From an optimization exercise on the open Yosys and OpenROAD flow, aimed at small area; shortcuts taken in it are not production practice.
The RTL was checked by simulation tests, not by an equivalence proof against the original design.
Power figures rest on the tool's default switching activity, not on a simulated workload.

==> flow/design.v, too long to show whole: its modules and the start of the top module <==
// module axi_interconnect: 960 lines
// module axi_crossbar: 937 lines
// module axi_m2s_m3: 211 lines
// module axi_s2m_s3: 133 lines
// module axi_default_slave: 169 lines
// module axi_fifo_sync: 77 lines
// module axi_arbiter_m2s_m3: 137 lines
// module axi_arbiter_s2m_s3: 91 lines
// module rr_fixed_arbiter: 83 lines
// module sid_buffer: 151 lines
// module reorder: 96 lines
// module cross_4k_if: 212 lines
// module apb_regs_cfg: 186 lines
module axi_interconnect
      #(parameter W_CID  = 4            
                , W_ID   = 4            
                , W_ADDR = 32           
                , W_LEN  = 8            
                , W_DATA = 32           
                , W_STRB = (W_DATA/8)   
                , W_SID  = (W_CID+W_ID) 
       )
(
       input   wire                      AXI_RSTn
     , input   wire                      AXI_CLK
     , input   wire  [3*(W_ID-1+1)-1:0] M_AXI_AWID
     , input   wire  [3*(W_ADDR-1+1)-1:0] M_AXI_AWADDR
     , input   wire  [3*(W_LEN-1+1)-1:0] M_AXI_AWLEN
     , input   wire  [3*(2+1)-1:0] M_AXI_AWSIZE
     , input   wire  [3*(1+1)-1:0] M_AXI_AWBURST
     , input   wire  [3*(0+1)-1:0] M_AXI_AWVALID
     , output   wire  [3*(0+1)-1:0] M_AXI_AWREADY
     , input   wire  [3*(W_ID-1+1)-1:0] M_AXI_WID
     , input   wire  [3*(W_DATA-1+1)-1:0] M_AXI_WDATA
     , input   wire  [3*(W_STRB-1+1)-1:0] M_AXI_WSTRB
     , input   wire  [3*(0+1)-1:0] M_AXI_WLAST
     , input   wire  [3*(0+1)-1:0] M_AXI_WVALID
     , output   wire  [3*(0+1)-1:0] M_AXI_WREADY
     , output   wire  [3*(W_ID-1+1)-1:0] M_AXI_BID
     , output   wire  [3*(1+1)-1:0] M_AXI_BRESP
     , output   wire  [3*(0+1)-1:0] M_AXI_BVALID
     , input   wire  [3*(0+1)-1:0] M_AXI_BREADY
     , input   wire  [3*(W_ID-1+1)-1:0] M_AXI_ARID
     , input   wire  [3*(W_ADDR-1+1)-1:0] M_AXI_ARADDR
     , input   wire  [3*(W_LEN-1+1)-1:0] M_AXI_ARLEN
     , input   wire  [3*(2+1)-1:0] M_AXI_ARSIZE
     , input   wire  [3*(1+1)-1:0] M_AXI_ARBURST
     , input   wire  [3*(0+1)-1:0] M_AXI_ARVALID
     , output   wire  [3*(0+1)-1:0] M_AXI_ARREADY
     , output   wire  [3*(W_ID-1+1)-1:0] M_AXI_RID
     , output   wire  [3*(W_DATA-1+1)-1:0] M_AXI_RDATA
     , output   wire  [3*(1+1)-1:0] M_AXI_RRESP
     , output   wire  [3*(0+1)-1:0] M_AXI_RLAST
     , output   wire  [3*(0+1)-1:0] M_AXI_RVALID
     , input   wire  [3*(0+1)-1:0] M_AXI_RREADY
     , output   wire  [3*(W_SID-1+1)-1:0] S_AXI_AWID
     , output   wire  [3*(W_ADDR-1+1)-1:0] S_AXI_AWADDR
     , output   wire  [3*(W_LEN-1+1)-1:0] S_AXI_AWLEN
     , output   wire  [3*(2+1)-1:0] S_AXI_AWSIZE
     , output   wire  [3*(1+1)-1:0] S_AXI_AWBURST
     , output   wire  [3*(0+1)-1:0] S_AXI_AWVALID
     , input   wire  [3*(0+1)-1:0] S_AXI_AWREADY
     , output   wire  [3*(W_SID-1+1)-1:0] S_AXI_WID
     , output   wire  [3*(W_DATA-1+1)-1:0] S_AXI_WDATA
     , output   wire  [3*(W_STRB-1+1)-1:0] S_AXI_WSTRB
     , output   wire  [3*(0+1)-1:0] S_AXI_WLAST
     , output   wire  [3*(0+1)-1:0] S_AXI_WVALID
     , input   wire  [3*(0+1)-1:0] S_AXI_WREADY
     , input   wire  [3*(W_SID-1+1)-1:0] S_AXI_BID
     , input   wire  [3*(1+1)-1:0] S_AXI_BRESP
     , input   wire  [3*(0+1)-1:0] S_AXI_BVALID
     , output   wire  [3*(0+1)-1:0] S_AXI_BREADY
     , output   wire  [3*(W_SID-1+1)-1:0] S_AXI_ARID
     , output   wire  [3*(W_ADDR-1+1)-1:0] S_AXI_ARADDR
     , output   wire  [3*(W_LEN-1+1)-1:0] S_AXI_ARLEN
  // ...
==> flow/run.sh <==
#!/bin/bash
# synth_recipe.tcl (not shown) runs the flow's synth.tcl, then flattens the netlist and writes it again
# the make line also repeats each setting of config.mk as NAME=value (left out here)
make -C /OpenROAD-flow-scripts/flow DESIGN_CONFIG=/design/flow/config.mk WORK_HOME=/design/flow/orfs CLKGATE_MAP_FILE= SYNTH_SCRIPT=/design/flow/synth_recipe.tcl finish
==> flow/config.mk <==
export PLATFORM = sky130hd
export DESIGN_NAME = axi_interconnect
export DESIGN_NICKNAME = axi_interconnect
export VERILOG_FILES = /design/flow/design.v
export SDC_FILE = /design/flow/constraint.sdc
export NUM_CORES = 4
export LEC_CHECK = 0
export CAP_MARGIN = 20
export CORE_MARGIN = 2
export CORE_UTILIZATION = 40
export SLEW_MARGIN = 20
==> flow/constraint.sdc <==
create_clock -name core_clock -period 10.0 [get_ports {AXI_CLK}]
set_input_delay 2.0000 -clock core_clock [delete_from_list [all_inputs] [get_ports {AXI_CLK}]]
set_output_delay 2.0000 -clock core_clock [all_outputs]
set_load 0.01 [all_outputs]
==> impl_metrics.ini, run 1 <==
[status]
status = timing/DRC/antenna clean

[sta]
totalNegativeSetupSlack_ns = 0
timing.final.crit_period_ns = 8.24
timing.final.crit_share = 0.824
final.setup_skew_ns = 0.0899
final_hold_vio_count = 0
drv_slew = 0

[synth]
synth_warnings = 31
synth_largest_area_cell = sky130_fd_sc_hd__edfxtp_1
synth_simple_gate_area_share = 0.0812
synth_mux_area_frac = 0.118
syn_area_per_cell_um2 = 14.8
ys_seq_area_frac = 0.659

[drt]
route.antenna.remaining_nets = 0
met2RoutedLength_um = 348000
detail_route.vias_per_cell = 5.90
routedLengthMet1_um = 304000

[final_layout]
clk_share = 0.0678
n_all_buffers = 1624
layout.area.seq_mm2 = 0.155
final_common_cell = sky130_fd_sc_hd__edfxtp_1
seq_cell_count = 5425
final_design_area_no_fill_mm2 = 0.277
diodes = 73

[floorplan]
top_level_ports = 1325

[power]
clock_power_uw = 21200

[global_routing]
grt_most_used_layer = met2
global_route_overflow = 0
antenna_found_initial = 191
globalRouteMet3Util = 0.0615
grt_pass1_vias = 141000

[worst_setup_path]
critical-path-top-delay-family = simple AND/OR/NAND/NOR gates
critical_path_depth = 15
cell_at_the_slowest_stage_of_the_critical_path = sky130_fd_sc_hd__dfxtp_2
worst-setup-path-type = reg2reg
critical-path-max-stage-delay_ns = 0.83
cp.buffers_inverters = 2
reg2reg_slack_ns = 1.76

[cts]
cts.clk_slew.worst_paths_ns = 0.06
clkLatencyLatePin_ns = 1.10
clock-root-buffer = sky130_fd_sc_hd__clkbuf_16

[placed_design]
place_ws_ns = 1.99
==> module axi_default_slave, before the edit <==
module axi_default_slave
     #(parameter W_CID  = 4         
               , W_ID   = 4         
               , W_ADDR = 32        
               , W_DATA = 32        
               , W_STRB = W_DATA/8  
               , W_SID  = W_CID+W_ID
      )
(
       input  wire                  AXI_RSTn
     , input  wire                  AXI_CLK
     , input  wire [W_SID-1:0]      AWID
     , input  wire [W_ADDR-1:0]     AWADDR
     , input  wire [ 7:0]           AWLEN
     , input  wire [ 2:0]           AWSIZE
     , input  wire [ 1:0]           AWBURST
     , input  wire                  AWVALID
     , output reg                   AWREADY
     , input  wire [W_SID-1:0]      WID
     , input  wire [W_DATA-1:0]     WDATA
     , input  wire [W_STRB-1:0]     WSTRB
     , input  wire                  WLAST
     , input  wire                  WVALID
     , output reg                   WREADY
     , output reg  [W_SID-1:0]      BID
     , output wire [ 1:0]           BRESP
     , output reg                   BVALID
     , input  wire                  BREADY
     , input  wire [W_SID-1:0]      ARID
     , input  wire [W_ADDR-1:0]     ARADDR
     , input  wire [ 7:0]           ARLEN
     , input  wire [ 2:0]           ARSIZE
     , input  wire [ 1:0]           ARBURST
     , input  wire                  ARVALID
     , output reg                   ARREADY
     , output reg  [W_SID-1:0]      RID
     , output wire [W_DATA-1:0]     RDATA
     , output wire [ 1:0]           RRESP
     , output reg                   RLAST
     , output reg                   RVALID
     , input  wire                  RREADY
);
     assign BRESP = 2'b11;  
     reg [W_SID-1:0] awid_reg;
     reg [8:0] countW, awlen_reg;
     localparam STW_IDLE   = 'h0,
                STW_RUN    = 'h1,
                STW_WAIT   = 'h2,
                STW_RSP    = 'h3;
     reg [1:0] stateW;
     always @ (posedge AXI_CLK) begin
         if (!AXI_RSTn) begin
             AWREADY   <= 1'b0;
             WREADY    <= 1'b0;
             BID       <=  'h0;
             BVALID    <= 1'b0;
             countW    <=  'h0;
             awlen_reg <=  'h0;
             awid_reg  <=  'h0;
             stateW    <= STW_IDLE;
         end else begin
             case (stateW)
             STW_IDLE: begin
                 if (AWVALID==1'b1) begin
                     AWREADY <= 1'b1;
                     stateW  <= STW_RUN;
                 end
                 end  
             STW_RUN: begin
                 if ((AWVALID==1'b1)&&(AWREADY==1'b1)) begin
                      AWREADY   <= 1'b0;
                      WREADY    <= 1'b1;
                      awlen_reg <= {1'b0,AWLEN};
                      awid_reg  <= AWID;
                      stateW    <= STW_WAIT;
                 end else begin
                 end
                 end  
             STW_WAIT: begin
                 if (WVALID==1'b1) begin
                     if ((countW>=awlen_reg)||(WLAST==1'b1)) begin
                         BID    <= awid_reg;
                         BVALID <= 1'b1;
                         WREADY <= 1'b0;
                         countW <= 'h0;
                         stateW <= STW_RSP;
                     end else begin
                         countW <= countW + 1;
                     end
                 end
                 end  
             STW_RSP: begin
                 if (BREADY==1'b1) begin
                     BVALID  <= 1'b0;
                     if (AWVALID==1'b1) begin
                         AWREADY <= 1'b1;
                         stateW  <= STW_RUN;
                     end else begin
                         stateW  <= STW_IDLE;
                     end
                 end
                 end  
             endcase
         end
     end
     assign RRESP = 2'b11;  
     assign RDATA = ~'h0;
     reg [W_SID-1:0] arid_reg;
     reg [8:0] countR, arlen_reg;
     localparam STR_IDLE   = 'h0,
                STR_RUN    = 'h1,
                STR_WAIT   = 'h2,
                STR_END    = 'h3;
     reg [1:0] stateR;
     always @ (posedge AXI_CLK) begin
         if (!AXI_RSTn) begin
             ARREADY   <= 1'b0;
             RID       <=  'h0;
             RLAST     <= 1'b0;
             RVALID    <= 1'b0;
             arid_reg  <=  'h0;
             arlen_reg <=  'h0;
             countR    <=  'h0;
             stateR    <= STR_IDLE;
         end else begin
             case (stateR)
             STR_IDLE: begin
                 if (ARVALID==1'b1) begin
                      ARREADY   <= 1'b1;
                      stateR    <= STR_RUN;
                 end
                 end  
             STR_RUN: begin
                 if ((ARVALID==1'b1)&&(ARREADY==1'b1)) begin
                      ARREADY   <= 1'b0;
                      arlen_reg <= ARLEN+1;
                      arid_reg  <= ARID;
                      RID       <= ARID;
                      RVALID    <= 1'b1;
                      RLAST     <= (ARLEN=='h0) ? 1'b1 : 1'b0;
                      countR    <=  'h2;
                      stateR    <= STR_WAIT;
                 end
                 end  
             STR_WAIT: begin
                 if (RREADY==1'b1) begin
                     if (countR>=(arlen_reg+1)) begin
                         RVALID  <= 1'b0;
                         RLAST   <= 1'b0;
                         countR  <= 'h0;
                         stateR  <= STR_END;
                     end else begin
                         if (countR==arlen_reg) RLAST  <= 1'b1;
                         countR <= countR + 1;
                     end
                 end
                 end  
             STR_END: begin
                 if (ARVALID==1'b1) begin
                      ARREADY   <= 1'b1;
                      stateR    <= STR_RUN;
                 end else begin
                      stateR    <= STR_IDLE;
                 end
                 end  
             endcase
         end
     end
endmodule
==> module axi_fifo_sync, before the edit <==
module axi_fifo_sync
     #(parameter FDW =32,  
                 FAW =5    
                 )
(
       input   wire           rstn
     , input   wire           clr 
     , input   wire           clk
     , output  wire           wr_rdy
     , input   wire           wr_vld
     , input   wire [FDW-1:0] wr_din
     , input   wire           rd_rdy
     , output  wire           rd_vld
     , output  wire [FDW-1:0] rd_dout
);
   localparam FDT = 1 << FAW;
   wire           full     ;
   wire           empty    ;
   reg  [FAW:0]   item_cnt ;
   reg  [FAW:0]   fifo_head;  
   reg  [FAW:0]   fifo_tail;  
   reg  [FAW:0]   next_tail;
   reg  [FAW:0]   next_head;
   always @(posedge clk) begin
      if (!rstn) begin
          fifo_tail <= 0;
          next_tail <= 1;
      end else if (clr) begin
          fifo_tail <= 0;
          next_tail <= 1;
      end else begin
          if (!full && wr_vld) begin
              fifo_tail <= next_tail;
              next_tail <= next_tail + 1;
          end 
      end
   end
   always @(posedge clk) begin
      if (!rstn) begin
          fifo_head <= 0;
          next_head <= 1;
      end else if (clr) begin
          fifo_head <= 0;
          next_head <= 1;
      end else begin
          if (!empty && rd_rdy) begin
              fifo_head <= next_head;
              next_head <= next_head + 1;
          end
      end
   end
   always @(posedge clk) begin
      if (!rstn) begin
         item_cnt <= 0;
      end else if (clr) begin
         item_cnt <= 0;
      end else begin
         if (wr_vld && !full && (!rd_rdy || (rd_rdy && empty))) begin
             item_cnt <= item_cnt + 1;
         end else
         if (rd_rdy && !empty && (!wr_vld || (wr_vld && full))) begin
             item_cnt <= item_cnt - 1;
         end
      end
   end
   assign rd_vld = ~empty;
   assign wr_rdy = ~full;
   assign empty  = (fifo_head == fifo_tail);
   assign full   = (item_cnt >= FDT);
   reg [FDW-1:0] Mem [0:FDT-1];
   assign rd_dout  = Mem[fifo_head[FAW-1:0]];
   always @(posedge clk) begin
       if (!full && wr_vld) begin
           Mem[fifo_tail[FAW-1:0]] <= wr_din;
       end
   end
endmodule
==> module axi_arbiter_m2s_m3, before the edit <==
module axi_arbiter_m2s_m3
#(parameter W_CID = 4
          , W_ID  = 4
          , W_SID = (W_CID+W_ID)
          , NUM   = 3
          )
(
      input  wire                  AXI_RSTn
    , input  wire                  AXI_CLK
    , input  wire                  AXI_CLKEN  
    , input  wire  [NUM-1:0]       AWSELECT
    , input  wire  [NUM-1:0]       AWVALID
    , input  wire  [NUM-1:0]       AWREADY
    , output wire  [NUM-1:0]       AWGRANT
    , input  wire  [NUM-1:0]       WSELECT
    , input  wire  [NUM-1:0]       WVALID
    , input  wire  [NUM-1:0]       WREADY
    , input  wire  [NUM-1:0]       WLAST
    , output wire  [NUM-1:0]       WGRANT
    , input  wire  [NUM-1:0]       ARSELECT
    , input  wire  [NUM-1:0]       ARVALID
    , input  wire  [NUM-1:0]       ARREADY
    , output wire  [NUM-1:0]       ARGRANT
    ,input   wire                  arbiter_type
);
localparam STAR_RUN = 'h0, STAR_WAIT = 'h1;
reg  [NUM-1:0] argrant_reg;
reg  [1:0]     stateAR;
always @(posedge AXI_CLK) if (AXI_CLKEN) begin
    if (!AXI_RSTn) begin
        argrant_reg <= 'h0;
        stateAR     <= STAR_RUN;
    end else begin
        case (stateAR)
            STAR_RUN: begin
                if (|ARGRANT) begin
                   if (~|(ARGRANT & ARREADY)) begin  
                       argrant_reg <= ARGRANT;
                       stateAR     <= STAR_WAIT;
                   end
                end
            end  
            STAR_WAIT: begin  
                if (|(ARGRANT & ARVALID & ARREADY)) begin
                    stateAR <= STAR_RUN;
                end
            end  
        endcase
    end
end
wire [2:0] ARREQ;
wire [2:0] ar_sel;
assign ARREQ = ARSELECT & ARVALID;
rr_fixed_arbiter u_arbiter_ar(
.clk          (AXI_CLK      ),
.clk_en       (AXI_CLKEN    ),
.rst_n        (AXI_RSTn     ),
.arbiter_type (arbiter_type ),
.req          ({1'b0, ARREQ}),
.sel          (ar_sel       ) 
);
assign ARGRANT = (stateAR == STAR_RUN) ? ar_sel : argrant_reg;
localparam STAW_RUN = 'h0, STAW_WAIT = 'h1;
reg [NUM-1:0] awgrant_reg;
reg [1:0]     stateAW;
always @(posedge AXI_CLK) if (AXI_CLKEN) begin
    if (!AXI_RSTn) begin
        awgrant_reg <=  'h0;
        stateAW     <= STAW_RUN;
    end else begin
    case (stateAW)
        STAW_RUN: begin
            if (|AWGRANT) begin
                if (~|(AWGRANT & AWREADY)) begin
                    awgrant_reg <= AWGRANT;
                    stateAW     <= STAW_WAIT;
                end
            end
        end  
        STAW_WAIT: begin
            if (|(AWGRANT & AWVALID & AWREADY)) begin
                stateAW     <= STAW_RUN;
            end
        end  
    endcase
    end
end
wire [2:0] AWREQ;
wire [2:0] aw_sel;
assign AWREQ = AWSELECT & AWVALID;
rr_fixed_arbiter u_arbiter_aw(
.clk          (AXI_CLK      ),
.clk_en       (AXI_CLKEN    ),
.rst_n        (AXI_RSTn     ),
.arbiter_type (arbiter_type ),
.req          ({1'b0, AWREQ}),
.sel          (aw_sel       ) 
);
assign AWGRANT = ((stateAW == STAW_RUN)) ? aw_sel : awgrant_reg;
localparam STW_RUN = 'h0, STW_WAIT = 'h1;
reg [NUM:0] wgrant_reg;
reg         stateW;
always @(posedge AXI_CLK) if (AXI_CLKEN) begin
    if (!AXI_RSTn) begin
        wgrant_reg  <= 'h0;
        stateW      <= STW_RUN;
    end else begin
        case (stateW)
        STW_RUN: begin
             if (|WGRANT) begin
                if (~|(WGRANT & WREADY )) begin
                    wgrant_reg <= WGRANT;
                    stateW     <= STW_WAIT;
                end
             end
             end  
        STW_WAIT: begin
             if (|(WGRANT & WVALID & WREADY )) begin
                 stateW     <= STW_RUN;
             end
             end  
        endcase
    end
end
wire [2:0] WREQ;
wire [2:0] w_sel;
assign WREQ = WSELECT & WVALID;
rr_fixed_arbiter u_arbiter_w(
.clk          (AXI_CLK      ),
.clk_en       (AXI_CLKEN    ),
.rst_n        (AXI_RSTn     ),
.arbiter_type (arbiter_type ),
.req          ({1'b0, WREQ} ),
.sel          (w_sel        ) 
);
assign WGRANT = (stateW==STW_RUN) ? w_sel : wgrant_reg;
endmodule
==> module rr_fixed_arbiter, before the edit <==
module rr_fixed_arbiter (
    input        clk         ,
    input        clk_en      ,  
    input        rst_n       ,
    input        arbiter_type,  
    input  [3:0] req         ,
    output [3:0] sel     
);
wire          rr_vld       ;     
reg [3:0]    last_winner   ;     
reg [3:0]    curr_winner   ;     
assign rr_vld = req[0] | req[1] | req[2] | req[3];    
always @ (posedge clk) if (clk_en) begin 
    if (!rst_n) 
        last_winner <= 4'b0; 
    else if (rr_vld == 1'b1)  
        last_winner <= curr_winner;            
end 
always @ (*) begin 
    if (last_winner == 4'b0001) begin       
        if(req[1] == 1'b1)
            curr_winner = 4'b0010;           
        else if(req[2] == 1'b1)
            curr_winner = 4'b0100;
        else if(req[3] == 1'b1)
                curr_winner = 4'b1000;        
        else if(req[0] == 1'b1)
            curr_winner = 4'b0001; 
        else  
            curr_winner = 4'b0000;    
    end 
    else if(last_winner == 4'b0010)begin 
        if(req[2] == 1'b1)
            curr_winner = 4'b0100;
        else if(req[3] == 1'b1)
            curr_winner = 4'b1000;        
        else if(req[0] == 1'b1)
            curr_winner = 4'b0001; 
        else if(req[1] == 1'b1)
            curr_winner = 4'b0010;    
        else  
            curr_winner = 4'b0000;    
    end  
    else if(last_winner == 4'b0100)begin 
        if(req[3] == 1'b1)
            curr_winner = 4'b1000; 
        else if(req[0] == 1'b1)
            curr_winner = 4'b0001; 
        else if(req[1] == 1'b1)
            curr_winner = 4'b0010;    
        else if(req[2] == 1'b1)
            curr_winner = 4'b0100; 
        else  
            curr_winner = 4'b0000;    
    end
    else begin 
        if(req[0] == 1'b1)
            curr_winner = 4'b0001; 
        else if(req[1] == 1'b1)
            curr_winner = 4'b0010;    
        else if(req[2] == 1'b1)
            curr_winner = 4'b0100; 
        else if(req[3] == 1'b1)
            curr_winner = 4'b1000; 
        else  
            curr_winner = 4'b0000;    
    end     
end 
parameter NUM = 4;
function [NUM-1:0] priority_sel;
     input    [NUM-1:0] request;
     begin
          casex (request)
          4'bxxx1: priority_sel = 4'h1;
          4'bxx10: priority_sel = 4'h2;
          4'bx100: priority_sel = 4'h4;
          4'b1000: priority_sel = 4'h8;
          default: priority_sel = 4'h0;
          endcase
     end
endfunction
assign sel = arbiter_type ? priority_sel(req) : curr_winner;
endmodule
==> module sid_buffer, before the edit <==
module sid_buffer(
    input            clk          ,
    input            rstn         ,
    input [7:0]      s0_axid      ,
    input            s0_axid_vld  ,
    input            s0_fifo_rdy  ,
    output           s0_push_rdy  ,
    input [7:0]      s1_axid      ,
    input            s1_axid_vld  ,
    input            s1_fifo_rdy  ,
    output           s1_push_rdy  ,
    input [7:0]      s2_axid      ,
    input            s2_axid_vld  ,
    input            s2_fifo_rdy  ,
    output           s2_push_rdy  ,
    input            last_0       ,      
    input [7:0]      sid_0        ,
    input            sid_0_vld    ,
    output           sid_0_clr_rdy,
    input            last_1       ,      
    input [7:0]      sid_1        ,
    input            sid_1_vld    ,
    output           sid_1_clr_rdy,
    input            last_2       ,      
    input [7:0]      sid_2        ,
    input            sid_2_vld    ,
    output           sid_2_clr_rdy,
    output [31:0]    sid_buffer_flat
);
reg [7:0] sid_buf [0:3];
assign sid_buffer_flat = {sid_buf[3], sid_buf[2], sid_buf[1], sid_buf[0]};
parameter NUM = 3;
reg  [2:0] push_select;
wire [2:0] push_grant;
wire       full;
wire [2:0] clr_select;
wire [2:0] clr_grant;
wire [3:0] clr_idx;
wire       clr_rdy;
always @(*) begin
    if (!rstn) begin
        push_select = 'd0;
    end else begin
        push_select[0] = s0_axid_vld & s0_fifo_rdy;
        push_select[1] = s1_axid_vld & s1_fifo_rdy;
        push_select[2] = s2_axid_vld & s2_fifo_rdy;
    end
end
assign push_grant = priority_sel(push_select);
assign clr_rdy = (~|clr_grant) && (~full);
assign s0_push_rdy = ~(push_select[0] ^ push_grant[0]) && clr_rdy;
assign s1_push_rdy = ~(push_select[1] ^ push_grant[1]) && clr_rdy;
assign s2_push_rdy = ~(push_select[2] ^ push_grant[2]) && clr_rdy;
always @(posedge clk ) begin
    if(!rstn) begin
        sid_buf[0] <= 1'b0;
        sid_buf[1] <= 1'b0;
        sid_buf[2] <= 1'b0;
        sid_buf[3] <= 1'b0;
    end 
    else if(push_grant[0] && s0_push_rdy) begin
        if (sid_buf[0] == 1'b0) begin
            sid_buf[0] <= s0_axid;
        end 
        else if (sid_buf[1] == 1'b0) begin
            sid_buf[1] <= s0_axid;
        end
        else if (sid_buf[2] == 1'b0) begin
            sid_buf[2] <= s0_axid;
        end
        else if (sid_buf[3] == 1'b0) begin
            sid_buf[3] <= s0_axid;
        end
    end
    else if(push_grant[1] && s1_push_rdy) begin
        if (sid_buf[0] == 1'b0) begin
            sid_buf[0] <= s1_axid;
        end 
        else if (sid_buf[1] == 1'b0) begin
            sid_buf[1] <= s1_axid;
        end
        else if (sid_buf[2] == 1'b0) begin
            sid_buf[2] <= s1_axid;
        end
        else if (sid_buf[3] == 1'b0) begin
            sid_buf[3] <= s1_axid;
        end
    end
    else if(push_grant[2] && s2_push_rdy) begin
        if (sid_buf[0] == 1'b0) begin
            sid_buf[0] <= s2_axid;
        end 
        else if (sid_buf[1] == 1'b0) begin
            sid_buf[1] <= s2_axid;
        end
        else if (sid_buf[2] == 1'b0) begin
            sid_buf[2] <= s2_axid;
        end
        else if (sid_buf[3] == 1'b0) begin
            sid_buf[3] <= s2_axid;
        end
    end
    if (rstn) begin
        if (clr_idx[0]) begin
            sid_buf[0] <= sid_buf[1];
            sid_buf[1] <= sid_buf[2];
            sid_buf[2] <= sid_buf[3];
            sid_buf[3] <= 1'b0;
        end 
        else if (clr_idx[1]) begin
            sid_buf[1] <= sid_buf[2];
            sid_buf[2] <= sid_buf[3];
            sid_buf[3] <= 1'b0;
        end
        else if(clr_idx[2]) begin
            sid_buf[2] <= sid_buf[3];
            sid_buf[3] <= 1'b0;
        end
        else if (clr_idx[3]) begin
            sid_buf[3] <= 1'b0;
        end
    end
end
assign full = (sid_buf[3] == 1'b0) ? 0 : 1;
assign clr_select[0] = last_0 & sid_0_vld;
assign clr_select[1] = last_1 & sid_1_vld;
assign clr_select[2] = last_2 & sid_2_vld;
assign clr_grant = priority_sel(clr_select);
assign sid_0_clr_rdy = ~(clr_select[0] ^ clr_grant[0]);
assign sid_1_clr_rdy = ~(clr_select[1] ^ clr_grant[1]);
assign sid_2_clr_rdy = ~(clr_select[2] ^ clr_grant[2]);
genvar i;
generate
    for (i = 0; i < 4; i=i+1) begin : idx_loop
        assign clr_idx[i] = (clr_grant[0] && (sid_0 == sid_buf[i])) ? 1'b1 :
                            (clr_grant[1] && (sid_1 == sid_buf[i])) ? 1'b1 :
                            (clr_grant[2] && (sid_2 == sid_buf[i])) ? 1'b1 : 1'b0;
    end
endgenerate
function [NUM-1:0] priority_sel;
    input    [NUM-1:0] request;
    begin
        casex (request)
            3'bxx1: priority_sel = 3'h1;
            3'bx10: priority_sel = 3'h2;
            3'b100: priority_sel = 3'h4;
            default:priority_sel = 3'h0;
        endcase
    end
endfunction
endmodule
==> inputs of run 2 (changes only) <==
--- a/flow/design.v
+++ b/flow/design.v
@@ -507,18 +507,21 @@
 endgenerate
 generate
     for (i = 0; i < 3; i = i + 1) begin:fifo_ar_sx
-        axi_fifo_sync #(.FDW(8+32+8+3+2), .FAW(2))
+        localparam [1:0] SC = i + 1;
+        wire [5:0] arid_lo;
+        axi_fifo_sync #(.FDW(6+32+8+3+2), .FAW(2))
         u_fifo_ar_sx(
               .rstn     (AXI_RSTn)
             , .clr      (1'b0   )
             , .clk      (AXI_CLK   )
             , .wr_rdy   (S_ARREADY[i])
             , .wr_vld   (fifo_ar_sx_vld[i])
-            , .wr_din   ({S_ARID[i], S_ARADDR[i], S_ARLEN[i], S_ARSIZE[i], S_ARBURST[i]})
+            , .wr_din   ({S_ARID[i][5:0], S_ARADDR[i], S_ARLEN[i], S_ARSIZE[i], S_ARBURST[i]})
             , .rd_rdy   (S_AXI_ARREADY_a[i])
             , .rd_vld   (S_AXI_ARVALID_a[i])
-            , .rd_dout  ({S_AXI_ARID_a[i], S_AXI_ARADDR_a[i], S_AXI_ARLEN_a[i], S_AXI_ARSIZE_a[i], S_AXI_ARBURST_a[i]})
+            , .rd_dout  ({arid_lo, S_AXI_ARADDR_a[i], S_AXI_ARLEN_a[i], S_AXI_ARSIZE_a[i], S_AXI_ARBURST_a[i]})
         );
+        assign S_AXI_ARID_a[i] = {SC, arid_lo};
     end
 endgenerate
 generate
@@ -571,18 +574,21 @@
 endgenerate
 generate
     for (i = 0; i < 3; i = i + 1) begin:fifo_aw_sx
-        axi_fifo_sync #(.FDW(8+32+8+3+2), .FAW(2))
+        localparam [1:0] SC = i + 1;
+        wire [5:0] awid_lo;
+        axi_fifo_sync #(.FDW(6+32+8+3+2), .FAW(2))
         u_fifo_aw_sx(
               .rstn     (AXI_RSTn)
             , .clr      (1'b0   )
             , .clk      (AXI_CLK   )
             , .wr_rdy   (S_AWREADY[i])
             , .wr_vld   (fifo_aw_sx_vld[i] )
-            , .wr_din   ({S_AWID[i], S_AWADDR[i], S_AWLEN[i], S_AWSIZE[i], S_AWBURST[i]})
+            , .wr_din   ({S_AWID[i][5:0], S_AWADDR[i], S_AWLEN[i], S_AWSIZE[i], S_AWBURST[i]})
             , .rd_rdy   (S_AXI_AWREADY_a[i])
             , .rd_vld   (S_AXI_AWVALID_a[i])
-            , .rd_dout  ({S_AXI_AWID_a[i], S_AXI_AWADDR_a[i], S_AXI_AWLEN_a[i], S_AXI_AWSIZE_a[i], S_AXI_AWBURST_a[i]})
+            , .rd_dout  ({awid_lo, S_AXI_AWADDR_a[i], S_AXI_AWLEN_a[i], S_AXI_AWSIZE_a[i], S_AXI_AWBURST_a[i]})
         );
+        assign S_AXI_AWID_a[i] = {SC, awid_lo};
     end
 endgenerate
 generate
@@ -603,34 +609,39 @@
 endgenerate
 generate
     for (i = 0; i < 3; i = i + 1) begin:fifo_w_sx
-        axi_fifo_sync #(.FDW(8+32+4+1), .FAW(2))
+        localparam [1:0] SC = i + 1;
+        wire [5:0] wid_lo;
+        axi_fifo_sync #(.FDW(6+32+4+1), .FAW(2))
         u_fifo_w_sx(
               .rstn     (AXI_RSTn)
             , .clr      (1'b0   )
             , .clk      (AXI_CLK   )
             , .wr_rdy   (S_WREADY[i])
             , .wr_vld   (fifo_w_sx_vld[i] )
-            , .wr_din   ({S_WID[i], S_WDATA[i], S_WSTRB[i], S_WLAST[i]})
+            , .wr_din   ({S_WID[i][5:0], S_WDATA[i], S_WSTRB[i], S_WLAST[i]})
             , .rd_rdy   (S_AXI_WREADY_a[i])
             , .rd_vld   (S_AXI_WVALID_a[i])
-            , .rd_dout  ({S_AXI_WID_a[i], S_AXI_WDATA_a[i], S_AXI_WSTRB_a[i], S_AXI_WLAST_a[i]})
+            , .rd_dout  ({wid_lo, S_AXI_WDATA_a[i], S_AXI_WSTRB_a[i], S_AXI_WLAST_a[i]})
         );
+        assign S_AXI_WID_a[i] = {SC, wid_lo};
     end
 endgenerate
 generate
     for (i = 0; i < 3; i = i + 1) begin:fifo_b_sx
-        axi_fifo_sync #(.FDW(8+2), .FAW(2))
+        wire [5:0] bid_lo;
+        axi_fifo_sync #(.FDW(6+2), .FAW(2))
         u_fifo_b_sx(
               .rstn     (AXI_RSTn)
             , .clr      (1'b0   )
             , .clk      (AXI_CLK   )
             , .wr_rdy   (S_AXI_BREADY_a[i])
             , .wr_vld   (S_AXI_BVALID_a[i])
-            , .wr_din   ({S_AXI_BID_a[i], S_AXI_BRESP_a[i]})
+            , .wr_din   ({S_AXI_BID_a[i][5:0], S_AXI_BRESP_a[i]})
             , .rd_rdy   (S_BREADY[i])
             , .rd_vld   (S_BVALID[i])
-            , .rd_dout  ({S_BID[i], S_BRESP[i]})
+            , .rd_dout  ({bid_lo, S_BRESP[i]})
         );
+        assign S_BID[i] = {2'b00, bid_lo};
     end
 endgenerate
 generate
@@ -2283,7 +2294,7 @@
 );
      assign BRESP = 2'b11;  
      reg [W_SID-1:0] awid_reg;
-     reg [8:0] countW, awlen_reg;
+     reg [7:0] remW;
      localparam STW_IDLE   = 'h0,
                 STW_RUN    = 'h1,
                 STW_WAIT   = 'h2,
@@ -2295,8 +2306,7 @@
              WREADY    <= 1'b0;
              BID       <=  'h0;
              BVALID    <= 1'b0;
-             countW    <=  'h0;
-             awlen_reg <=  'h0;
+             remW      <=  'h0;
              awid_reg  <=  'h0;
              stateW    <= STW_IDLE;
          end else begin
@@ -2306,30 +2316,28 @@
                      AWREADY <= 1'b1;
                      stateW  <= STW_RUN;
                  end
-                 end  
+                 end
              STW_RUN: begin
                  if ((AWVALID==1'b1)&&(AWREADY==1'b1)) begin
                       AWREADY   <= 1'b0;
                       WREADY    <= 1'b1;
-                      awlen_reg <= {1'b0,AWLEN};
+                      remW      <= AWLEN;
                       awid_reg  <= AWID;
                       stateW    <= STW_WAIT;
-                 end else begin
                  end
-                 end  
+                 end
              STW_WAIT: begin
                  if (WVALID==1'b1) begin
-                     if ((countW>=awlen_reg)||(WLAST==1'b1)) begin
+                     if ((remW==8'd0)||(WLAST==1'b1)) begin
                          BID    <= awid_reg;
                          BVALID <= 1'b1;
                          WREADY <= 1'b0;
-                         countW <= 'h0;
                          stateW <= STW_RSP;
                      end else begin
-                         countW <= countW + 1;
+                         remW <= remW - 1'b1;
                      end
                  end
-                 end  
+                 end
              STW_RSP: begin
                  if (BREADY==1'b1) begin
                      BVALID  <= 1'b0;
@@ -2340,14 +2348,13 @@
                          stateW  <= STW_IDLE;
                      end
                  end
-                 end  
+                 end
              endcase
          end
      end
      assign RRESP = 2'b11;  
      assign RDATA = ~'h0;
-     reg [W_SID-1:0] arid_reg;
-     reg [8:0] countR, arlen_reg;
+     reg [7:0] remR;
      localparam STR_IDLE   = 'h0,
                 STR_RUN    = 'h1,
                 STR_WAIT   = 'h2,
@@ -2359,9 +2366,7 @@
              RID       <=  'h0;
              RLAST     <= 1'b0;
              RVALID    <= 1'b0;
-             arid_reg  <=  'h0;
-             arlen_reg <=  'h0;
-             countR    <=  'h0;
+             remR      <=  'h0;
              stateR    <= STR_IDLE;
          end else begin
              case (stateR)
@@ -2370,32 +2375,29 @@
                       ARREADY   <= 1'b1;
                       stateR    <= STR_RUN;
                  end
-                 end  
+                 end
              STR_RUN: begin
                  if ((ARVALID==1'b1)&&(ARREADY==1'b1)) begin
                       ARREADY   <= 1'b0;
-                      arlen_reg <= ARLEN+1;
-                      arid_reg  <= ARID;
                       RID       <= ARID;
                       RVALID    <= 1'b1;
                       RLAST     <= (ARLEN=='h0) ? 1'b1 : 1'b0;
-                      countR    <=  'h2;
+                      remR      <= ARLEN;
                       stateR    <= STR_WAIT;
                  end
-                 end  
+                 end
              STR_WAIT: begin
                  if (RREADY==1'b1) begin
-                     if (countR>=(arlen_reg+1)) begin
+                     if (remR==8'd0) begin
                          RVALID  <= 1'b0;
                          RLAST   <= 1'b0;
-                         countR  <= 'h0;
                          stateR  <= STR_END;
                      end else begin
-                         if (countR==arlen_reg) RLAST  <= 1'b1;
-                         countR <= countR + 1;
+                         if (remR==8'd1) RLAST  <= 1'b1;
+                         remR <= remR - 1'b1;
                      end
                  end
-                 end  
+                 end
              STR_END: begin
                  if (ARVALID==1'b1) begin
                       ARREADY   <= 1'b1;
@@ -2403,7 +2405,7 @@
                  end else begin
                       stateR    <= STR_IDLE;
                  end
-                 end  
+                 end
              endcase
          end
      end
@@ -2414,7 +2416,7 @@
                  )
 (
        input   wire           rstn
-     , input   wire           clr 
+     , input   wire           clr
      , input   wire           clk
      , output  wire           wr_rdy
      , input   wire           wr_vld
@@ -2424,63 +2426,28 @@
      , output  wire [FDW-1:0] rd_dout
 );
    localparam FDT = 1 << FAW;
-   wire           full     ;
-   wire           empty    ;
-   reg  [FAW:0]   item_cnt ;
-   reg  [FAW:0]   fifo_head;  
-   reg  [FAW:0]   fifo_tail;  
-   reg  [FAW:0]   next_tail;
-   reg  [FAW:0]   next_head;
+   reg  [FAW:0]   fifo_head;
+   reg  [FAW:0]   fifo_tail;
+   wire empty = (fifo_head == fifo_tail);
+   wire full  = (fifo_head[FAW-1:0] == fifo_tail[FAW-1:0]) & (fifo_head[FAW] ^ fifo_tail[FAW]);
+   wire push  = wr_vld & ~full;
+   wire pop   = rd_rdy & ~empty;
    always @(posedge clk) begin
-      if (!rstn) begin
+      if (!rstn || clr) begin
           fifo_tail <= 0;
-          next_tail <= 1;
-      end else if (clr) begin
-          fifo_tail <= 0;
-          next_tail <= 1;
-      end else begin
-          if (!full && wr_vld) begin
-              fifo_tail <= next_tail;
-              next_tail <= next_tail + 1;
-          end 
-      end
-   end
-   always @(posedge clk) begin
-      if (!rstn) begin
           fifo_head <= 0;
-          next_head <= 1;
-      end else if (clr) begin
-          fifo_head <= 0;
-          next_head <= 1;
       end else begin
-          if (!empty && rd_rdy) begin
-              fifo_head <= next_head;
-              next_head <= next_head + 1;
-          end
-      end
-   end
-   always @(posedge clk) begin
-      if (!rstn) begin
-         item_cnt <= 0;
-      end else if (clr) begin
-         item_cnt <= 0;
-      end else begin
-         if (wr_vld && !full && (!rd_rdy || (rd_rdy && empty))) begin
-             item_cnt <= item_cnt + 1;
-         end else
-         if (rd_rdy && !empty && (!wr_vld || (wr_vld && full))) begin
-             item_cnt <= item_cnt - 1;
-         end
+          if (push) fifo_tail <= fifo_tail + 1'b1;
+          if (pop)  fifo_head <= fifo_head + 1'b1;
       end
    end
    assign rd_vld = ~empty;
    assign wr_rdy = ~full;
-   assign empty  = (fifo_head == fifo_tail);
-   assign full   = (item_cnt >= FDT);
    reg [FDW-1:0] Mem [0:FDT-1];
-   assign rd_dout  = Mem[fifo_head[FAW-1:0]];
+   wire [3:0] hsel = 4'b0001 << fifo_head[1:0];
+   assign rd_dout = ({FDW{hsel[0]}} & Mem[0]) | ({FDW{hsel[1]}} & Mem[1]) | ({FDW{hsel[2]}} & Mem[2]) | ({FDW{hsel[3]}} & Mem[3]);
    always @(posedge clk) begin
-       if (!full && wr_vld) begin
+       if (push) begin
            Mem[fifo_tail[FAW-1:0]] <= wr_din;
        end
    end
@@ -2512,7 +2479,7 @@
 );
 localparam STAR_RUN = 'h0, STAR_WAIT = 'h1;
 reg  [NUM-1:0] argrant_reg;
-reg  [1:0]     stateAR;
+reg            stateAR;
 always @(posedge AXI_CLK) if (AXI_CLKEN) begin
     if (!AXI_RSTn) begin
         argrant_reg <= 'h0;
@@ -2538,18 +2505,18 @@
 wire [2:0] ARREQ;
 wire [2:0] ar_sel;
 assign ARREQ = ARSELECT & ARVALID;
-rr_fixed_arbiter u_arbiter_ar(
+rr_fixed_arbiter #(.N(3)) u_arbiter_ar(
 .clk          (AXI_CLK      ),
 .clk_en       (AXI_CLKEN    ),
 .rst_n        (AXI_RSTn     ),
 .arbiter_type (arbiter_type ),
-.req          ({1'b0, ARREQ}),
+.req          (ARREQ        ),
 .sel          (ar_sel       ) 
 );
 assign ARGRANT = (stateAR == STAR_RUN) ? ar_sel : argrant_reg;
 localparam STAW_RUN = 'h0, STAW_WAIT = 'h1;
 reg [NUM-1:0] awgrant_reg;
-reg [1:0]     stateAW;
+reg           stateAW;
 always @(posedge AXI_CLK) if (AXI_CLKEN) begin
     if (!AXI_RSTn) begin
         awgrant_reg <=  'h0;
@@ -2575,17 +2542,17 @@
 wire [2:0] AWREQ;
 wire [2:0] aw_sel;
 assign AWREQ = AWSELECT & AWVALID;
-rr_fixed_arbiter u_arbiter_aw(
+rr_fixed_arbiter #(.N(3)) u_arbiter_aw(
 .clk          (AXI_CLK      ),
 .clk_en       (AXI_CLKEN    ),
 .rst_n        (AXI_RSTn     ),
 .arbiter_type (arbiter_type ),
-.req          ({1'b0, AWREQ}),
+.req          (AWREQ        ),
 .sel          (aw_sel       ) 
 );
 assign AWGRANT = ((stateAW == STAW_RUN)) ? aw_sel : awgrant_reg;
 localparam STW_RUN = 'h0, STW_WAIT = 'h1;
-reg [NUM:0] wgrant_reg;
+reg [NUM-1:0] wgrant_reg;
 reg         stateW;
 always @(posedge AXI_CLK) if (AXI_CLKEN) begin
     if (!AXI_RSTn) begin
@@ -2612,12 +2579,12 @@
 wire [2:0] WREQ;
 wire [2:0] w_sel;
 assign WREQ = WSELECT & WVALID;
-rr_fixed_arbiter u_arbiter_w(
+rr_fixed_arbiter #(.N(3)) u_arbiter_w(
 .clk          (AXI_CLK      ),
 .clk_en       (AXI_CLKEN    ),
 .rst_n        (AXI_RSTn     ),
 .arbiter_type (arbiter_type ),
-.req          ({1'b0, WREQ} ),
+.req          (WREQ         ),
 .sel          (w_sel        ) 
 );
 assign WGRANT = (stateW==STW_RUN) ? w_sel : wgrant_reg;
@@ -2713,88 +2680,51 @@
 );
 assign BGRANT = (stateB==STB_RUN) ? b_sel : bgrant_reg;
 endmodule
-module rr_fixed_arbiter (
-    input        clk         ,
-    input        clk_en      ,  
-    input        rst_n       ,
-    input        arbiter_type,  
-    input  [3:0] req         ,
-    output [3:0] sel     
-);
-wire          rr_vld       ;     
-reg [3:0]    last_winner   ;     
-reg [3:0]    curr_winner   ;     
-assign rr_vld = req[0] | req[1] | req[2] | req[3];    
-always @ (posedge clk) if (clk_en) begin 
-    if (!rst_n) 
-        last_winner <= 4'b0; 
-    else if (rr_vld == 1'b1)  
-        last_winner <= curr_winner;            
-end 
-always @ (*) begin 
-    if (last_winner == 4'b0001) begin       
-        if(req[1] == 1'b1)
-            curr_winner = 4'b0010;           
-        else if(req[2] == 1'b1)
-            curr_winner = 4'b0100;
-        else if(req[3] == 1'b1)
-                curr_winner = 4'b1000;        
-        else if(req[0] == 1'b1)
-            curr_winner = 4'b0001; 
-        else  
-            curr_winner = 4'b0000;    
-    end 
-    else if(last_winner == 4'b0010)begin 
-        if(req[2] == 1'b1)
-            curr_winner = 4'b0100;
-        else if(req[3] == 1'b1)
-            curr_winner = 4'b1000;        
-        else if(req[0] == 1'b1)
-            curr_winner = 4'b0001; 
-        else if(req[1] == 1'b1)
-            curr_winner = 4'b0010;    
-        else  
-            curr_winner = 4'b0000;    
-    end  
-    else if(last_winner == 4'b0100)begin 
-        if(req[3] == 1'b1)
-            curr_winner = 4'b1000; 
-        else if(req[0] == 1'b1)
-            curr_winner = 4'b0001; 
-        else if(req[1] == 1'b1)
-            curr_winner = 4'b0010;    
-        else if(req[2] == 1'b1)
-            curr_winner = 4'b0100; 
-        else  
-            curr_winner = 4'b0000;    
-    end
-    else begin 
-        if(req[0] == 1'b1)
-            curr_winner = 4'b0001; 
-        else if(req[1] == 1'b1)
-            curr_winner = 4'b0010;    
-        else if(req[2] == 1'b1)
-            curr_winner = 4'b0100; 
-        else if(req[3] == 1'b1)
-            curr_winner = 4'b1000; 
-        else  
-            curr_winner = 4'b0000;    
-    end     
-end 
-parameter NUM = 4;
-function [NUM-1:0] priority_sel;
-     input    [NUM-1:0] request;
-     begin
-          casex (request)
-          4'bxxx1: priority_sel = 4'h1;
-          4'bxx10: priority_sel = 4'h2;
-          4'bx100: priority_sel = 4'h4;
-          4'b1000: priority_sel = 4'h8;
-          default: priority_sel = 4'h0;
-          endcase
-     end
-endfunction
-assign sel = arbiter_type ? priority_sel(req) : curr_winner;
+module rr_fixed_arbiter #(parameter N = 4) (
+    input          clk         ,
+    input          clk_en      ,  
+    input          rst_n       ,
+    input          arbiter_type,  
+    input  [N-1:0] req         ,
+    output [N-1:0] sel
+);
+reg  [1:0]   lw;
+reg  [N-1:0] curr_winner;
+wire [N-1:0] fixed_winner = req & ~(req - 1'b1);
+wire rr_vld = |req;
+reg [1:0] lw_next;
+integer k;
+always @(*) begin
+    lw_next = 2'd0;
+    for (k = 0; k < N-1; k = k + 1)
+        if (curr_winner[k]) lw_next = k + 1;
+end
+always @(posedge clk) if (clk_en) begin
+    if (!rst_n)
+        lw <= 2'd0;
+    else if (rr_vld)
+        lw <= lw_next;
+end
+wire [2*N-1:0] req2 = {req, req};
+reg  [N-1:0]   rot, rot_sel;
+reg  [2*N-1:0] back2;
+always @(*) begin
+    case (lw)
+        2'd0:    rot = req;
+        2'd1:    rot = req2[1 +: N];
+        2'd2:    rot = req2[2 +: N];
+        default: rot = req2[3 +: N];
+    endcase
+    rot_sel = rot & ~(rot - 1'b1);
+    back2   = {rot_sel, rot_sel};
+    case (lw)
+        2'd0:    curr_winner = rot_sel;
+        2'd1:    curr_winner = back2[N-1 +: N];
+        2'd2:    curr_winner = back2[N-2 +: N];
+        default: curr_winner = back2[N-3 +: N];
+    endcase
+end
+assign sel = arbiter_type ? fixed_winner : curr_winner;
 endmodule
 module sid_buffer(
     input            clk          ,
@@ -2849,74 +2779,26 @@
 assign s0_push_rdy = ~(push_select[0] ^ push_grant[0]) && clr_rdy;
 assign s1_push_rdy = ~(push_select[1] ^ push_grant[1]) && clr_rdy;
 assign s2_push_rdy = ~(push_select[2] ^ push_grant[2]) && clr_rdy;
-always @(posedge clk ) begin
-    if(!rstn) begin
-        sid_buf[0] <= 1'b0;
-        sid_buf[1] <= 1'b0;
-        sid_buf[2] <= 1'b0;
-        sid_buf[3] <= 1'b0;
-    end 
-    else if(push_grant[0] && s0_push_rdy) begin
-        if (sid_buf[0] == 1'b0) begin
-            sid_buf[0] <= s0_axid;
-        end 
-        else if (sid_buf[1] == 1'b0) begin
-            sid_buf[1] <= s0_axid;
-        end
-        else if (sid_buf[2] == 1'b0) begin
-            sid_buf[2] <= s0_axid;
-        end
-        else if (sid_buf[3] == 1'b0) begin
-            sid_buf[3] <= s0_axid;
-        end
-    end
-    else if(push_grant[1] && s1_push_rdy) begin
-        if (sid_buf[0] == 1'b0) begin
-            sid_buf[0] <= s1_axid;
-        end 
-        else if (sid_buf[1] == 1'b0) begin
-            sid_buf[1] <= s1_axid;
-        end
-        else if (sid_buf[2] == 1'b0) begin
-            sid_buf[2] <= s1_axid;
-        end
-        else if (sid_buf[3] == 1'b0) begin
-            sid_buf[3] <= s1_axid;
-        end
-    end
-    else if(push_grant[2] && s2_push_rdy) begin
-        if (sid_buf[0] == 1'b0) begin
-            sid_buf[0] <= s2_axid;
-        end 
-        else if (sid_buf[1] == 1'b0) begin
-            sid_buf[1] <= s2_axid;
-        end
-        else if (sid_buf[2] == 1'b0) begin
-            sid_buf[2] <= s2_axid;
-        end
-        else if (sid_buf[3] == 1'b0) begin
-            sid_buf[3] <= s2_axid;
-        end
-    end
-    if (rstn) begin
-        if (clr_idx[0]) begin
-            sid_buf[0] <= sid_buf[1];
-            sid_buf[1] <= sid_buf[2];
-            sid_buf[2] <= sid_buf[3];
-            sid_buf[3] <= 1'b0;
-        end 
-        else if (clr_idx[1]) begin
-            sid_buf[1] <= sid_buf[2];
-            sid_buf[2] <= sid_buf[3];
-            sid_buf[3] <= 1'b0;
-        end
-        else if(clr_idx[2]) begin
-            sid_buf[2] <= sid_buf[3];
-            sid_buf[3] <= 1'b0;
-        end
-        else if (clr_idx[3]) begin
-            sid_buf[3] <= 1'b0;
-        end
+wire       push    = |push_select && clr_rdy;
+wire [7:0] push_id = push_select[0] ? s0_axid : push_select[1] ? s1_axid : s2_axid;
+wire [3:0] v;
+assign v[0] = |sid_buf[0];
+assign v[1] = |sid_buf[1];
+assign v[2] = |sid_buf[2];
+assign v[3] = |sid_buf[3];
+wire [3:0] wr_at = {v[0] & v[1] & v[2] & ~v[3], v[0] & v[1] & ~v[2], v[0] & ~v[1], ~v[0]};
+wire [3:0] shift = {|clr_idx[3:0], |clr_idx[2:0], |clr_idx[1:0], clr_idx[0]};
+always @(posedge clk) begin
+    if (!rstn) begin
+        sid_buf[0] <= 8'd0;
+        sid_buf[1] <= 8'd0;
+        sid_buf[2] <= 8'd0;
+        sid_buf[3] <= 8'd0;
+    end else begin
+        if (push & wr_at[0]) sid_buf[0] <= push_id; else if (shift[0]) sid_buf[0] <= sid_buf[1];
+        if (push & wr_at[1]) sid_buf[1] <= push_id; else if (shift[1]) sid_buf[1] <= sid_buf[2];
+        if (push & wr_at[2]) sid_buf[2] <= push_id; else if (shift[2]) sid_buf[2] <= sid_buf[3];
+        if (push & wr_at[3]) sid_buf[3] <= push_id; else if (shift[3]) sid_buf[3] <= 8'd0;
     end
 end
 assign full = (sid_buf[3] == 1'b0) ? 0 : 1;
@@ -2927,14 +2809,12 @@
 assign sid_0_clr_rdy = ~(clr_select[0] ^ clr_grant[0]);
 assign sid_1_clr_rdy = ~(clr_select[1] ^ clr_grant[1]);
 assign sid_2_clr_rdy = ~(clr_select[2] ^ clr_grant[2]);
-genvar i;
-generate
-    for (i = 0; i < 4; i=i+1) begin : idx_loop
-        assign clr_idx[i] = (clr_grant[0] && (sid_0 == sid_buf[i])) ? 1'b1 :
-                            (clr_grant[1] && (sid_1 == sid_buf[i])) ? 1'b1 :
-                            (clr_grant[2] && (sid_2 == sid_buf[i])) ? 1'b1 : 1'b0;
-    end
-endgenerate
+wire [7:0] clr_sid = ({8{clr_grant[0]}} & sid_0) | ({8{clr_grant[1]}} & sid_1) | ({8{clr_grant[2]}} & sid_2);
+wire       clr_any = |clr_grant;
+assign clr_idx[0] = clr_any && (clr_sid == sid_buf[0]);
+assign clr_idx[1] = clr_any && (clr_sid == sid_buf[1]);
+assign clr_idx[2] = clr_any && (clr_sid == sid_buf[2]);
+assign clr_idx[3] = clr_any && (clr_sid == sid_buf[3]);
 function [NUM-1:0] priority_sel;
     input    [NUM-1:0] request;
     begin
@@ -3083,176 +2963,65 @@
     , output  reg                    s_axi_awvalid 
     , input   wire                   s_axi_awready
 );
-wire [W_ADDR-1 : 0]    m_araddr_end  ;
-wire [W_ADDR-1 : 0]    m_awaddr_end  ;
-assign m_araddr_end = m_axi_araddr + (m_axi_arlen << 2);  
-assign m_awaddr_end = m_axi_awaddr + (m_axi_awlen << 2);
-assign ar_cross4k_flag = m_axi_araddr[12] ^ m_araddr_end[12];
-assign aw_cross4k_flag = m_axi_awaddr[12] ^ m_awaddr_end[12];
-reg [W_ID-1:0]      trans_arid    ; 
-reg [2:0]           trans_arsize  ; 
-reg [1:0]           trans_arburst ; 
-reg [W_ADDR-1:0]    trans1_araddr ; 
-reg [W_LEN-1:0]     trans1_arlen  ; 
-reg [W_ADDR-1:0]    trans2_araddr ; 
-reg [W_LEN-1:0]     trans2_arlen  ; 
-reg                 trans_arvalid ; 
-reg [W_ID-1:0]      trans_awid    ; 
-reg [2:0]           trans_awsize  ; 
-reg [1:0]           trans_awburst ; 
-reg [W_ADDR-1:0]    trans1_awaddr ; 
-reg [W_LEN-1:0]     trans1_awlen  ; 
-reg [W_ADDR-1:0]    trans2_awaddr ; 
-reg [W_LEN-1:0]     trans2_awlen  ; 
-reg                 trans_awvalid ; 
-reg                 aw_trans_stall;
-always @(*) begin
-    begin  
-        trans_arid    = m_axi_arid   ;
-        trans_arsize  = m_axi_arsize ;
-        trans_arburst = m_axi_arburst;
-        trans1_araddr = m_axi_araddr ;
-        trans1_arlen  = ({m_axi_araddr[29:12], 12'hfff} - m_axi_araddr + 1'b1) >> 2;
-        trans2_araddr = {m_axi_araddr[29:12] + 1'b1, 12'h0};
-        trans2_arlen  = (m_araddr_end - {m_axi_araddr[29:12] + 1'b1, 12'h0} + 1'b1) >> 2;
-        trans_arvalid = m_axi_arvalid;
-    end
-    begin  
-        trans_awid    = m_axi_awid   ;
-        trans_awsize  = m_axi_awsize ;
-        trans_awburst = m_axi_awburst;
-        trans1_awaddr = m_axi_awaddr ;
-        trans1_awlen  = ({m_axi_awaddr[29:12], 12'hfff} - m_axi_awaddr + 1'b1) >> 2;
-        trans2_awaddr = {m_axi_awaddr[29:12] + 1'b1, 12'h0};
-        trans2_awlen  = (m_awaddr_end - {m_axi_awaddr[29:12] + 1'b1, 12'h0} + 1'b1) >> 2;
-        trans_awvalid = m_axi_awvalid;
-    end
-end
-reg [2:0] ST_AR_C4K, ST_AW_C4K;
-parameter IDLE   = 3'h0,
-          TRANS1 = 3'h1,
-          TRANS2 = 3'h2;
+wire [10:0] ar_sum = {1'b0, m_axi_araddr[11:2]} + {3'b0, m_axi_arlen};
+wire [10:0] aw_sum = {1'b0, m_axi_awaddr[11:2]} + {3'b0, m_axi_awlen};
+wire ar_cross4k_flag = ar_sum[10];
+wire aw_cross4k_flag = aw_sum[10];
+wire [7:0]  trans1_arlen  = ~m_axi_araddr[9:2] + {7'd0, m_axi_araddr[1:0] == 2'b00};
+wire [7:0]  trans2_arlen  = ar_sum[7:0] + {7'd0, m_axi_araddr[1:0] == 2'b11};
+wire [17:0] ar_page2      = m_axi_araddr[29:12] + 1'b1;
+wire [7:0]  trans1_awlen  = ~m_axi_awaddr[9:2] + {7'd0, m_axi_awaddr[1:0] == 2'b00};
+wire [7:0]  trans2_awlen  = aw_sum[7:0] + {7'd0, m_axi_awaddr[1:0] == 2'b11};
+wire [17:0] aw_page2      = m_axi_awaddr[29:12] + 1'b1;
+reg [1:0] ST_AR_C4K, ST_AW_C4K;
+localparam IDLE   = 2'h0,
+           TRANS1 = 2'h1,
+           TRANS2 = 2'h2;
 always @(posedge clk) begin
     if (!rst_n) begin
-        ST_AR_C4K <= 0;
+        ST_AR_C4K <= IDLE;
     end else begin
         case (ST_AR_C4K)
-            IDLE: begin 
-                if (ar_cross4k_flag) begin
-                    ST_AR_C4K  <= TRANS1;
-                end
-            end
-            TRANS1: begin
-                if (s_axi_arready) begin
-                    ST_AR_C4K  <= TRANS2;
-                end
-            end
-            TRANS2: if (s_axi_arready) begin
-                ST_AR_C4K  <= IDLE;
-            end
+            IDLE:    if (ar_cross4k_flag) ST_AR_C4K <= TRANS1;
+            TRANS1:  if (s_axi_arready)   ST_AR_C4K <= TRANS2;
+            TRANS2:  if (s_axi_arready)   ST_AR_C4K <= IDLE;
+            default: ;
         endcase
     end
 end
-always @(*) begin
-    if (ST_AR_C4K==TRANS1) begin
-        s_axi_arid    = trans_arid   ;
-        s_axi_araddr  = trans1_araddr ;
-        s_axi_arlen   = trans1_arlen  ;
-        s_axi_arsize  = trans_arsize ;
-        s_axi_arburst = trans_arburst;
-        s_axi_arvalid = trans_arvalid;
-        m_axi_arready = 0;
-    end
-    else if (ST_AR_C4K==TRANS2) begin
-        s_axi_arid    = trans_arid   ;
-        s_axi_araddr  = trans2_araddr ;
-        s_axi_arlen   = trans2_arlen  ;
-        s_axi_arsize  = trans_arsize ;
-        s_axi_arburst = trans_arburst;
-        s_axi_arvalid = trans_arvalid;
-        m_axi_arready = 1;
-    end
-    else begin  
-        if(!ar_cross4k_flag && s_axi_arready) begin
-            s_axi_arid    = m_axi_arid   ;
-            s_axi_araddr  = m_axi_araddr ;
-            s_axi_arlen   = m_axi_arlen  ;
-            s_axi_arsize  = m_axi_arsize ;
-            s_axi_arburst = m_axi_arburst;
-            s_axi_arvalid = m_axi_arvalid;
-            m_axi_arready = 1;
-        end
-        else begin
-            s_axi_arid    = 0;
-            s_axi_araddr  = 0;
-            s_axi_arlen   = 0;
-            s_axi_arsize  = 0;
-            s_axi_arburst = 0;
-            s_axi_arvalid = 0;
-            m_axi_arready = 0;
-        end
-    end
-end
 always @(posedge clk) begin
     if (!rst_n) begin
-        ST_AW_C4K <= 0;
+        ST_AW_C4K <= IDLE;
     end else begin
         case (ST_AW_C4K)
-            IDLE: begin 
-                if (aw_cross4k_flag) begin
-                    ST_AW_C4K  <= TRANS1;
-                end
-            end
-            TRANS1: begin
-                if (s_axi_awready) begin
-                    ST_AW_C4K  <= TRANS2;
-                end
-            end
-            TRANS2: if (s_axi_awready) begin
-                ST_AW_C4K  <= IDLE;
-            end
+            IDLE:    if (aw_cross4k_flag) ST_AW_C4K <= TRANS1;
+            TRANS1:  if (s_axi_awready)   ST_AW_C4K <= TRANS2;
+            TRANS2:  if (s_axi_awready)   ST_AW_C4K <= IDLE;
+            default: ;
         endcase
     end
 end
+wire ar_t1 = (ST_AR_C4K == TRANS1);
+wire ar_t2 = (ST_AR_C4K == TRANS2);
+wire ar_id = (ST_AR_C4K == IDLE);
+wire aw_t1 = (ST_AW_C4K == TRANS1);
+wire aw_t2 = (ST_AW_C4K == TRANS2);
+wire aw_id = (ST_AW_C4K == IDLE);
 always @(*) begin
-    if (ST_AW_C4K == TRANS1) begin
-        s_axi_awid    = trans_awid   ;
-        s_axi_awaddr  = trans1_awaddr ;
-        s_axi_awlen   = trans1_awlen  ;
-        s_axi_awsize  = trans_awsize ;
-        s_axi_awburst = trans_awburst;
-        s_axi_awvalid = trans_awvalid;
-        m_axi_awready = 0;
-    end
-    else if (ST_AW_C4K == TRANS2) begin
-        s_axi_awid    = {(trans_awid[3:2] + 2'b1), trans_awid[1:0]};
-        s_axi_awaddr  = trans2_awaddr ;
-        s_axi_awlen   = trans2_awlen  ;
-        s_axi_awsize  = trans_awsize ;
-        s_axi_awburst = trans_awburst;
-        s_axi_awvalid = trans_awvalid;
-        m_axi_awready = 1;
-    end
-    else begin  
-        if(!aw_cross4k_flag && s_axi_awready) begin
-            s_axi_awid    = m_axi_awid   ;
-            s_axi_awaddr  = m_axi_awaddr ;
-            s_axi_awlen   = m_axi_awlen  ;
-            s_axi_awsize  = m_axi_awsize ;
-            s_axi_awburst = m_axi_awburst;
-            s_axi_awvalid = m_axi_awvalid;
-            m_axi_awready = 1;
-        end
-        else begin
-            s_axi_awid    = 0;
-            s_axi_awaddr  = 0;
-            s_axi_awlen   = 0;
-            s_axi_awsize  = 0;
-            s_axi_awburst = 0;
-            s_axi_awvalid = 0;
-            m_axi_awready = 0;
-        end
-    end
+    s_axi_arid    = m_axi_arid;
+    s_axi_araddr  = ar_t2 ? {2'b00, ar_page2, 12'h000} : m_axi_araddr;
+    s_axi_arlen   = ar_t1 ? trans1_arlen : ar_t2 ? trans2_arlen : m_axi_arlen;
+    s_axi_arsize  = m_axi_arsize;
+    s_axi_arburst = m_axi_arburst;
+    s_axi_arvalid = m_axi_arvalid & (ar_t1 | ar_t2 | (ar_id & ~ar_cross4k_flag & s_axi_arready));
+    m_axi_arready = ar_t2 | (ar_id & ~ar_cross4k_flag & s_axi_arready);
+    s_axi_awid    = aw_t2 ? {m_axi_awid[3:2] + 2'b1, m_axi_awid[1:0]} : m_axi_awid;
+    s_axi_awaddr  = aw_t2 ? {2'b00, aw_page2, 12'h000} : m_axi_awaddr;
+    s_axi_awlen   = aw_t1 ? trans1_awlen : aw_t2 ? trans2_awlen : m_axi_awlen;
+    s_axi_awsize  = m_axi_awsize;
+    s_axi_awburst = m_axi_awburst;
+    s_axi_awvalid = m_axi_awvalid & (aw_t1 | aw_t2 | (aw_id & ~aw_cross4k_flag & s_axi_awready));
+    m_axi_awready = aw_t2 | (aw_id & ~aw_cross4k_flag & s_axi_awready);
 end
 endmodule
 module apb_regs_cfg (
==> impl_metrics.ini, run 2 <==
[drt]
route.antenna.remaining_nets = 0
drt-total-wl_um = 749000
dr_total_vias = 147000
route.detailed.drc = 0
drt_pass1_iterations = 14
first_iter_violations = 19000
detail_route.vias_per_cell = 6.04
wl_per_cell_um = 30.7

[sta]
totalNegativeSetupSlack_ns = 0
final_hold_vio_count = 0
final.setup_skew_ns = 0.0777
worst-slew-pin-transition_ns = 1.23
timing.final.crit_share = 0.803
final_setup_violating_endpoints = 0
highest_achievable_clock_rate_mhz = 124
setup_repair_after_global_routing_missed_its_margin = false
drv_slew = 0
timing.final.crit_period_ns = 8.03
maxSlewHeadroom = 0.179

[synth]
yosysMostFrequentCell = sky130_fd_sc_hd__edfxtp_1
syn_inst = 15700
yosys.area.top_type_share = 0.647
synth_largest_area_cell = sky130_fd_sc_hd__edfxtp_1
async_flop_share = 0
ys_top_cells_by_area = sky130_fd_sc_hd__edfxtp_1 65%, sky130_fd_sc_hd__a22oi_1 7.0%, sky130_fd_sc_hd__dfxtp_1 3.8%, sky130_fd_sc_hd__nand2_1 2.7%, sky130_fd_sc_hd__ha_1 2.3%
synth_warnings = 26
yosys_register_bits = 5016
synth_edf_count = 4614
synth.distinct_cells = 135
yosys_most_used_dff = sky130_fd_sc_hd__edfxtp_1
ys_seq_area_frac = 0.684
yosys-top-cells-count = 4614 x sky130_fd_sc_hd__edfxtp_1, 1995 x sky130_fd_sc_hd__a22oi_1, 1562 x sky130_fd_sc_hd__nand2_1
syn_area_per_cell_um2 = 13.7
synth.cell_area_mm2 = 0.214

[global_routing]
antenna_found_initial = 212
grt_usage = 0.265
grt_start_max_net_pins = 85
global_route_overflow = 0
grt_pass1_vias = 136000
grt_pass1_wl_um = 1040000

[status]
status = timing/DRC/antenna clean

[final_layout]
most-common-layout-cells = 4614 x sky130_fd_sc_hd__edfxtp_1, 1995 x sky130_fd_sc_hd__a22oi_1, 1555 x sky130_fd_sc_hd__nand2_1, 1270 x sky130_fd_sc_hd__clkdlybuf4s50_1, 715 x sky130_fd_sc_hd__nor2_1
synthToLayoutAreaGrowth_pct = 17.8
nets = 17900
share_of_layout_cells_above_drive_strength_1 = 0.0888
final_common_cell = sky130_fd_sc_hd__edfxtp_1
final_util = 0.474

[placed_design]
gp_congestion = 0.922
buffer_ports.inserted = 1271
place_hpwl_um = 524000

[power]
p_per_area_mw_per_mm2 = 202
worst_ir_drop_vdd_mv = 0.198
p_leak_uw = 0.0845

[worst_setup_path]
critical_path_arrival_ns = 8.74
cp_data_required_time_ns = 10.71
setup.worst_path.start_class = register
critical_path.endpoint_type = register
worst-setup-path-type = reg2reg
timing.critical_path.fanout_max = 31

[cts]
post_cts_resize_count = 0
cts.clk_slew.worst_paths_ns = 0.06
clkLatencyLatePin_ns = 1.07
clock_path_buffers = 4
ctsHtreeMaxLevel = 6
cts_hold_repair.buffers = 0
tritoncts.num_buffers = 542
postCtsSetupBuffers = 0
clock-root-buffer = sky130_fd_sc_hd__clkbuf_16
tritoncts_clock_tree = yes
cts_num_sinks = 5016

[floorplan]
initial_core_utilization = 0.402
fp.dieW_um = 736
top_level_ports = 1325
fp.dieArea_mm2 = 0.542
core-area_mm2 = 0.533
die_height_um = 736
row_count = 268

[min_path]
hold_class = reg2reg

[job]
max-cap-violations = 0
run 2: cell count changes after synthesis, sizes merged, moves of 74 or more:
cell    before   now
a21oi      644   386
a221oi      44   344
a22o        68   369
a22oi      464  1998
a31oi      192    43
and3       216   123
dfxtp      766   402
ha         232   386
mux4      1148     0
nand3      366   200
nor3       212   138
o21ai      760   464
o22ai       38   460
xor2       304   213
run 2: final timing paths:
kind,start,endpoint,slack [ns],depth (start not counted)
setup / recovery,fifo_aw_mx[0].u_fifo_aw_mx.fifo_head[0],fifo_aw_sx[2].u_fifo_aw_sx.Mem[2][5],1.97,17
hold / removal,register,register,0.47,2
setup reg to reg,fifo_aw_mx[0].u_fifo_aw_mx.fifo_head[0],fifo_aw_sx[2].u_fifo_aw_sx.Mem[2][5],1.97,17
hold reg to reg,register,register,0.47,2
run 2: logic make-up (layout without fill, tap and decap cells):
kind of cell / Yosys count / count (layout) / share of synthesized area
multiplexers: 162 / 162 / 0.00779
adder cells (fa/ha/maj): 394 / 394 / 0.0233
flip-flops: 5016 / 5016 / 0.684
AO/OA/AOI/OAI: 4656 / 4656 / 0.159
other: 2 / 98 / 0.0000350
XOR/XNOR: 618 / 618 / 0.0254
AND/OR/NAND/NOR: 3482 / 3482 / 0.0752
buffers and inverters: 1364 / 2932 / 0.0254
run 2: cell type report:
type                    count  area, µm²
clock buffers             689      14400
diodes                     80        200
flip-flops and latches   5016     147000
inverters                 312       1180
well taps                7020       8780
clock inverters           275       2740
multi-input cells        9330      63000
fillers                 46500     281000
repair buffers           1656      15600
run 2: layer usage:
layer  global-route usage  part of all wire
met3               0.0575             0.096
met1                0.351              0.39
met4                0.123             0.053
met5                    0           0.00075
met2                0.415              0.46
run 2: critical path, cell delays in order (launching register included):
cell                       delay, ns
sky130_fd_sc_hd__dfxtp_1        0.41
sky130_fd_sc_hd__inv_1          0.13
sky130_fd_sc_hd__ha_2           0.38
sky130_fd_sc_hd__buf_4          0.34
sky130_fd_sc_hd__a22o_1         0.28
sky130_fd_sc_hd__a221oi_1       0.88
sky130_fd_sc_hd__and2_1         0.26
sky130_fd_sc_hd__nand3_1        0.18
sky130_fd_sc_hd__nor4_1         0.94
sky130_fd_sc_hd__nand2_1        0.26
sky130_fd_sc_hd__a21oi_1        0.27
sky130_fd_sc_hd__o31a_1         0.51
sky130_fd_sc_hd__mux2i_1        0.34
sky130_fd_sc_hd__o31a_1         0.59
sky130_fd_sc_hd__a221oi_2       0.23
sky130_fd_sc_hd__a211oi_2       0.49
sky130_fd_sc_hd__and2_2         0.72
sky130_fd_sc_hd__buf_4          0.43
run 2: stage by stage:
step	instances	area [µm²]	total power, µW	hold slack [ns]	worst slack (ns)
global placement	23300	235000	31800	0.443	1.97
global route	24300	252000	52600	0.483	1.67
finish	24400	253000	51000	0.468	1.97
CTS	24300	252000	51200	0.462	2.00
floorplan	15700	214000	28700	0.437	4.09
detailed placement	23300	235000	31900	0.452	2.02
run 2: power breakdown:
part	internal, µW	switching [µW]
logic	2170	4840
clock network	11000	8490
registers	24200	381
total	37300	13700

[re-timing with driven ports]
The flow's constraints put no driver on any port. The routed layouts listed below were extracted and timed again, unchanged, in two steps.
Step 1: set_driving_cell puts a clkbuf_16 on AXI_CLK and a buf_2 on each other input, an assumption about the parent block.
Step 2 also shifts input and output timing later by t, the mid clock arrival at the registers, as if the neighbouring blocks saw the same clock.
a / b / c = ideal ports / drivers / drivers and shift; a / b = the first two.
run	t (ns)	slack for setup (ns)
run 1	1.204	1.763 / 1.763 / 1.763
run 2	1.165	1.967 / 1.967 / 1.967
After both steps every run listed still meets setup and hold.
